This design comes from an exercise in tuning for small area, a short achievable clock period and few clock cycles per item on the open sky130 flow, not from production work. Only simulation tests tie the RTL to the original design; equivalence was not proved.

Design mult, start of the top module:
module mult #(
    parameter int INPUT_WIDTH = 32,
    parameter bit IS_SIGNED   = 1'b0
) (
    input logic aclk,
    input logic arst_n,
    input  logic [              1:0] in_tvalid,
    output logic [              1:0] in_tready,
    input  logic [2*INPUT_WIDTH-1:0] in_tdata,
    output logic                     out_tvalid,
    input  logic                     out_tready,
    output logic [2*INPUT_WIDTH-1:0] out_tdata
);
    logic v1_r, v2_r;
    logic en1, en2;
    assign en2 = out_tready || !v2_r;
    assign en1 = en2 || !v1_r;
    assign in_tready[0] = en1 && in_tvalid[1];
    assign in_tready[1] = en1 && in_tvalid[0];
    logic [31:0] a;
    logic [15:0] one;
    logic [15:0] two;
    logic [15:0] neg;
    logic [0:0] btop;
    logic [15:0] one_n, two_n, neg_n;
    always_comb begin
        one_n[0] = in_tdata[32] ^ 1'b0;
        two_n[0] = (in_tdata[33] & ~in_tdata[32] & ~1'b0) | (~in_tdata[33] & in_tdata[32] & 1'b0);
        neg_n[0] = in_tdata[33];
        one_n[1] = in_tdata[34] ^ in_tdata[33];
        two_n[1] = (in_tdata[35] & ~in_tdata[34] & ~in_tdata[33]) | (~in_tdata[35] & in_tdata[34] & in_tdata[33]);
        neg_n[1] = in_tdata[35];
        one_n[2] = in_tdata[36] ^ in_tdata[35];
        two_n[2] = (in_tdata[37] & ~in_tdata[36] & ~in_tdata[35]) | (~in_tdata[37] & in_tdata[36] & in_tdata[35]);
        neg_n[2] = in_tdata[37];
        one_n[3] = in_tdata[38] ^ in_tdata[37];
        two_n[3] = (in_tdata[39] & ~in_tdata[38] & ~in_tdata[37]) | (~in_tdata[39] & in_tdata[38] & in_tdata[37]);
        neg_n[3] = in_tdata[39];
        one_n[4] = in_tdata[40] ^ in_tdata[39];
        two_n[4] = (in_tdata[41] & ~in_tdata[40] & ~in_tdata[39]) | (~in_tdata[41] & in_tdata[40] & in_tdata[39]);
        neg_n[4] = in_tdata[41];
        one_n[5] = in_tdata[42] ^ in_tdata[41];
        two_n[5] = (in_tdata[43] & ~in_tdata[42] & ~in_tdata[41]) | (~in_tdata[43] & in_tdata[42] & in_tdata[41]);
        neg_n[5] = in_tdata[43];
        one_n[6] = in_tdata[44] ^ in_tdata[43];
        two_n[6] = (in_tdata[45] & ~in_tdata[44] & ~in_tdata[43]) | (~in_tdata[45] & in_tdata[44] & in_tdata[43]);
        neg_n[6] = in_tdata[45];
        one_n[7] = in_tdata[46] ^ in_tdata[45];
        two_n[7] = (in_tdata[47] & ~in_tdata[46] & ~in_tdata[45]) | (~in_tdata[47] & in_tdata[46] & in_tdata[45]);
        neg_n[7] = in_tdata[47];
  ...
clock: 11.0 ns
lec_check: 0
abc_area: 0
cap_margin: 20
core_margin: 2
core_utilization: 40
place_density: 0.6
setup_slack_margin: 5
slew_margin: 20
synth_hierarchical: 1
run.sh (not shown) runs the stock make flow with config.mk's settings and CLKGATE_MAP_FILE= SYNTH_SCRIPT=/design/flow/synth_recipe.tcl, a recipe that flattens the netlist after the stock synthesis.
The starting point ran to the end with no violations.
Testbench counts at the start, summed over its fixed seeds: cycles 3,216, items 3,200.
Rerun with:
==> flow/flow/run.sh (new file) <==
#!/bin/bash
# Standard layout, with the timing repair aimed below the clock period: the
# repair steps keep SETUP_SLACK_MARGIN of setup slack, so the layout's achieved
# period comes out near (clock period - margin).
set -euo pipefail
bash standard.sh SETUP_SLACK_MARGIN=6 finish > flow_make.log 2>&1
==> flow/standard.sh (new file) <==
#!/bin/bash
# synth_recipe.tcl (not shown) runs the flow's synth.tcl, then flattens the netlist and writes it again
# the make line also repeats each setting of config.mk as NAME=value (left out here)
make -C /OpenROAD-flow-scripts/flow DESIGN_CONFIG=/design/flow/config.mk WORK_HOME=/design/flow/orfs CLKGATE_MAP_FILE= SYNTH_SCRIPT=/design/flow/synth_recipe.tcl "${@:-finish}"
--- a/flow/config.mk
+++ b/flow/config.mk
@@ -12,3 +12,2 @@
 export PLACE_DENSITY = 0.6
-export SETUP_SLACK_MARGIN = 5
 export SLEW_MARGIN = 20
removed: flow/run.sh
=>
- The changed run passed the timing, DRC and antenna checks
- synthesized cell count stays the same
- worst setup slack gains 200 ps
- wire length goes up by 3.6%
- sequential share of layout area goes down by 0.53 points
- non-clock buffer count goes up by 64
- flip-flop and latch count does not change
- critical path depth goes up by 1
- synthesized area is unchanged
- die area is unchanged
- global-route usage goes up by 0.99 points

* * *

mult, a different RTL version from the one above (not shown whole).
For scale: about 2500 cells after synthesis, about 140 I/O pins.
clock: 11.0 ns
lec_check: 0
abc_area: 0
cap_margin: 20
core_margin: 2
core_utilization: 40
place_density: 0.6
slew_margin: 20
synth_hierarchical: 1
standard.sh (not shown) runs the stock make flow with config.mk's settings and CLKGATE_MAP_FILE= SYNTH_SCRIPT=/design/flow/synth_recipe.tcl, a recipe that flattens the netlist after the stock synthesis.
==> flow/flow/run.sh <==
#!/bin/bash
# The standard layout with three changes to how it is made:
#  - flow/downsize.tcl (before floorplan) sets every combinational cell to the
#    smallest drive strength of its function; the repair steps size up what
#    the placed loads and timing need,
#  - buffers that synthesis inserted are removed at floorplan (the repair
#    steps buffer the placed nets instead),
#  - the timing repair keeps SETUP_SLACK_MARGIN ns of setup slack, so it
#    aims below the clock period.
# make's output goes to flow_make.log; each ORFS step logs under orfs/logs.
set -euo pipefail
here=$(pwd)
bash standard.sh SETUP_SLACK_MARGIN=6.2 REMOVE_ABC_BUFFERS=1 \
  PRE_FLOORPLAN_TCL="$here/flow/downsize.tcl" finish > flow_make.log 2>&1
==> flow/flow/downsize.tcl <==
# Before floorplan: give every combinational cell the smallest drive strength
# of its function, so that repair_design and repair_timing size up only the
# cells that the placed design's loads and timing need. Registers, clock
# buffers, tie cells and physical cells are left as synthesis made them.
set dont_use {}
if {[info exists ::env(DONT_USE_CELLS)]} { set dont_use $::env(DONT_USE_CELLS) }
set db [ord::get_db]
set smallest [dict create]
foreach lib [$db getLibs] {
  foreach m [$lib getMasters] {
    set n [$m getName]
    if {![regexp {^(sky130_fd_sc_hd__[a-z0-9]+)_([0-9]+)$} $n -> base drv]} { continue }
    set skip 0
    foreach pat $dont_use { if {[string match $pat $n]} { set skip 1 } }
    if {$skip} { continue }
    set area [expr {[$m getWidth] * [$m getHeight]}]
    if {![dict exists $smallest $base] || $area < [lindex [dict get $smallest $base] 1]} {
      dict set smallest $base [list $m $area]
    }
  }
}
set swapped 0
foreach inst [[ord::get_db_block] getInsts] {
  set m [$inst getMaster]
  set n [$m getName]
  if {![regexp {^(sky130_fd_sc_hd__([a-z0-9]+))_([0-9]+)$} $n -> base short drv]} { continue }
  if {[regexp {^(df|edf|sdf|dl|clk|conb|tap|fill|decap|diode|lpflow)} $short]} { continue }
  if {![dict exists $smallest $base]} { continue }
  set new [lindex [dict get $smallest $base] 0]
  if {$new ne $m && [$new getName] ne $n} {
    if {[$inst swapMaster $new]} { incr swapped }
  }
}
puts "downsize: $swapped cells set to their smallest drive strength"
The starting point finished clean.
Testbench counts at the start, summed over its fixed seeds: cycles 3,216, items 3,200.
Edit:
--- a/flow/flow/run.sh
+++ b/flow/flow/run.sh
@@ -1,3 +1,3 @@
 #!/bin/bash
-# The standard layout with three changes to how it is made:
+# The standard layout with four changes to how it is made:
 #  - flow/downsize.tcl (before floorplan) sets every combinational cell to the
@@ -7,2 +7,3 @@
 #    steps buffer the placed nets instead),
+#  - the port buffers start as buf_1 (repair sizes them up where needed),
 #  - the timing repair keeps SETUP_SLACK_MARGIN ns of setup slack, so it
@@ -13,2 +14,3 @@
 bash standard.sh SETUP_SLACK_MARGIN=6.2 REMOVE_ABC_BUFFERS=1 \
+  "BUFFER_PORTS_ARGS=-buffer_cell sky130_fd_sc_hd__buf_1" \
   PRE_FLOORPLAN_TCL="$here/flow/downsize.tcl" finish > flow_make.log 2>&1
CORE_UTILIZATION = 55   (was 40)
PLACE_DENSITY = 0.7   (was 0.6)
Result: Global-route usage is higher by 9.0 points; non-clock buffer count is lower by 43; cell count decreases by a little under a tenth; synthesized cell count does not change; fmax stays flat; via count goes up slightly; cell area drops by a few percent; hold slack gets worse by 0.0078 ns.
Edit:
--- a/flow/flow/run.sh
+++ b/flow/flow/run.sh
@@ -13,3 +13,3 @@
 here=$(pwd)
-bash standard.sh SETUP_SLACK_MARGIN=6.2 REMOVE_ABC_BUFFERS=1 \
+bash standard.sh SETUP_SLACK_MARGIN=6.15 REMOVE_ABC_BUFFERS=1 \
   "BUFFER_PORTS_ARGS=-buffer_cell sky130_fd_sc_hd__buf_1" \
CORE_UTILIZATION = 45   (was 55)
PLACE_DENSITY = 0.65   (was 0.7)
Clock skew stays flat.
Worst hold slack gets better by 0.030 ns.
Register-to-register slack got worse by 0.05 ns.
Via count came out lower by a few percent.
Setup slack is about the same.
Final area decreases slightly.
Wire length shrinks slightly.
Cell count went up by a few percent.
Edit:
--- a/flow/flow/run.sh
+++ b/flow/flow/run.sh
@@ -13,3 +13,3 @@
 here=$(pwd)
-bash standard.sh SETUP_SLACK_MARGIN=6.15 REMOVE_ABC_BUFFERS=1 \
+bash standard.sh SETUP_SLACK_MARGIN=6.05 REMOVE_ABC_BUFFERS=1 \
   "BUFFER_PORTS_ARGS=-buffer_cell sky130_fd_sc_hd__buf_1" \
CORE_UTILIZATION = 55   (was 45)
PLACE_DENSITY = 0.7   (was 0.65)
After rerunning: The new run ran to the end with no violations; wire length falls slightly; setup slack loses 0.15 ns; critical path depth rises by 5; synthesized cell count does not change; die area falls by about a fifth; non-clock buffer count rises by 1; clock skew stays flat; via count rises slightly; global-route usage rises by 7.2 points; first-iteration DRC count rises by roughly a tenth.

-- afterwards: timing with drivers on the ports --
The results above use ideal ports. As a check the final layouts listed here were re-extracted and re-timed, cells and wires unchanged.
Step 1 assumes that a clkbuf_16 drives the clock port and a buf_2 every other input.
Step 2 also shifts input and output timing later by t, the mid clock arrival at the registers, as if the neighbouring blocks saw the same clock.
Slacks: no drivers / after step 1 / after step 2; pairs: no drivers / after step 1.
| run | t, ns | slack for setup (ns) | worst hold slack (ns) | latest minus earliest clock arrival (ns) | pins driven straight from the clock port |
|---|---|---|---|---|---|
| the first run of note 1 | 0.635 | 5.060 / 5.000 / 5.074 | 0.610 / 0.610 / 0.610 | 0.020 / 0.019 | 1 |
| the second run of note 1 | 0.639 | 5.261 / 5.200 / 5.840 | 0.869 / 0.869 / 0.869 | 0.026 / 0.027 | 1 |
| the first run of note 2 | 0.544 | 6.173 / 6.124 / 6.132 | 0.490 / 0.490 / 0.490 | 0.016 / 0.016 | 1 |
| the second run of note 2 | 0.556 | 6.186 / 6.125 / 6.138 | 0.482 / 0.482 / 0.482 | 0.019 / 0.019 | 1 |
| the third run of note 2 | 0.544 | 6.187 / 6.140 / 6.162 | 0.512 / 0.512 / 0.512 | 0.018 / 0.017 | 1 |
| the fourth run of note 2 | 0.556 | 6.033 / 5.999 / 6.033 | 0.482 / 0.482 / 0.482 | 0.018 / 0.018 | 1 |
After both steps every run listed still meets setup and hold. For the second run of note 2, which loses most, drivers alone change the setup slack by -0.061 ns; drivers and shift together by -0.048 ns.
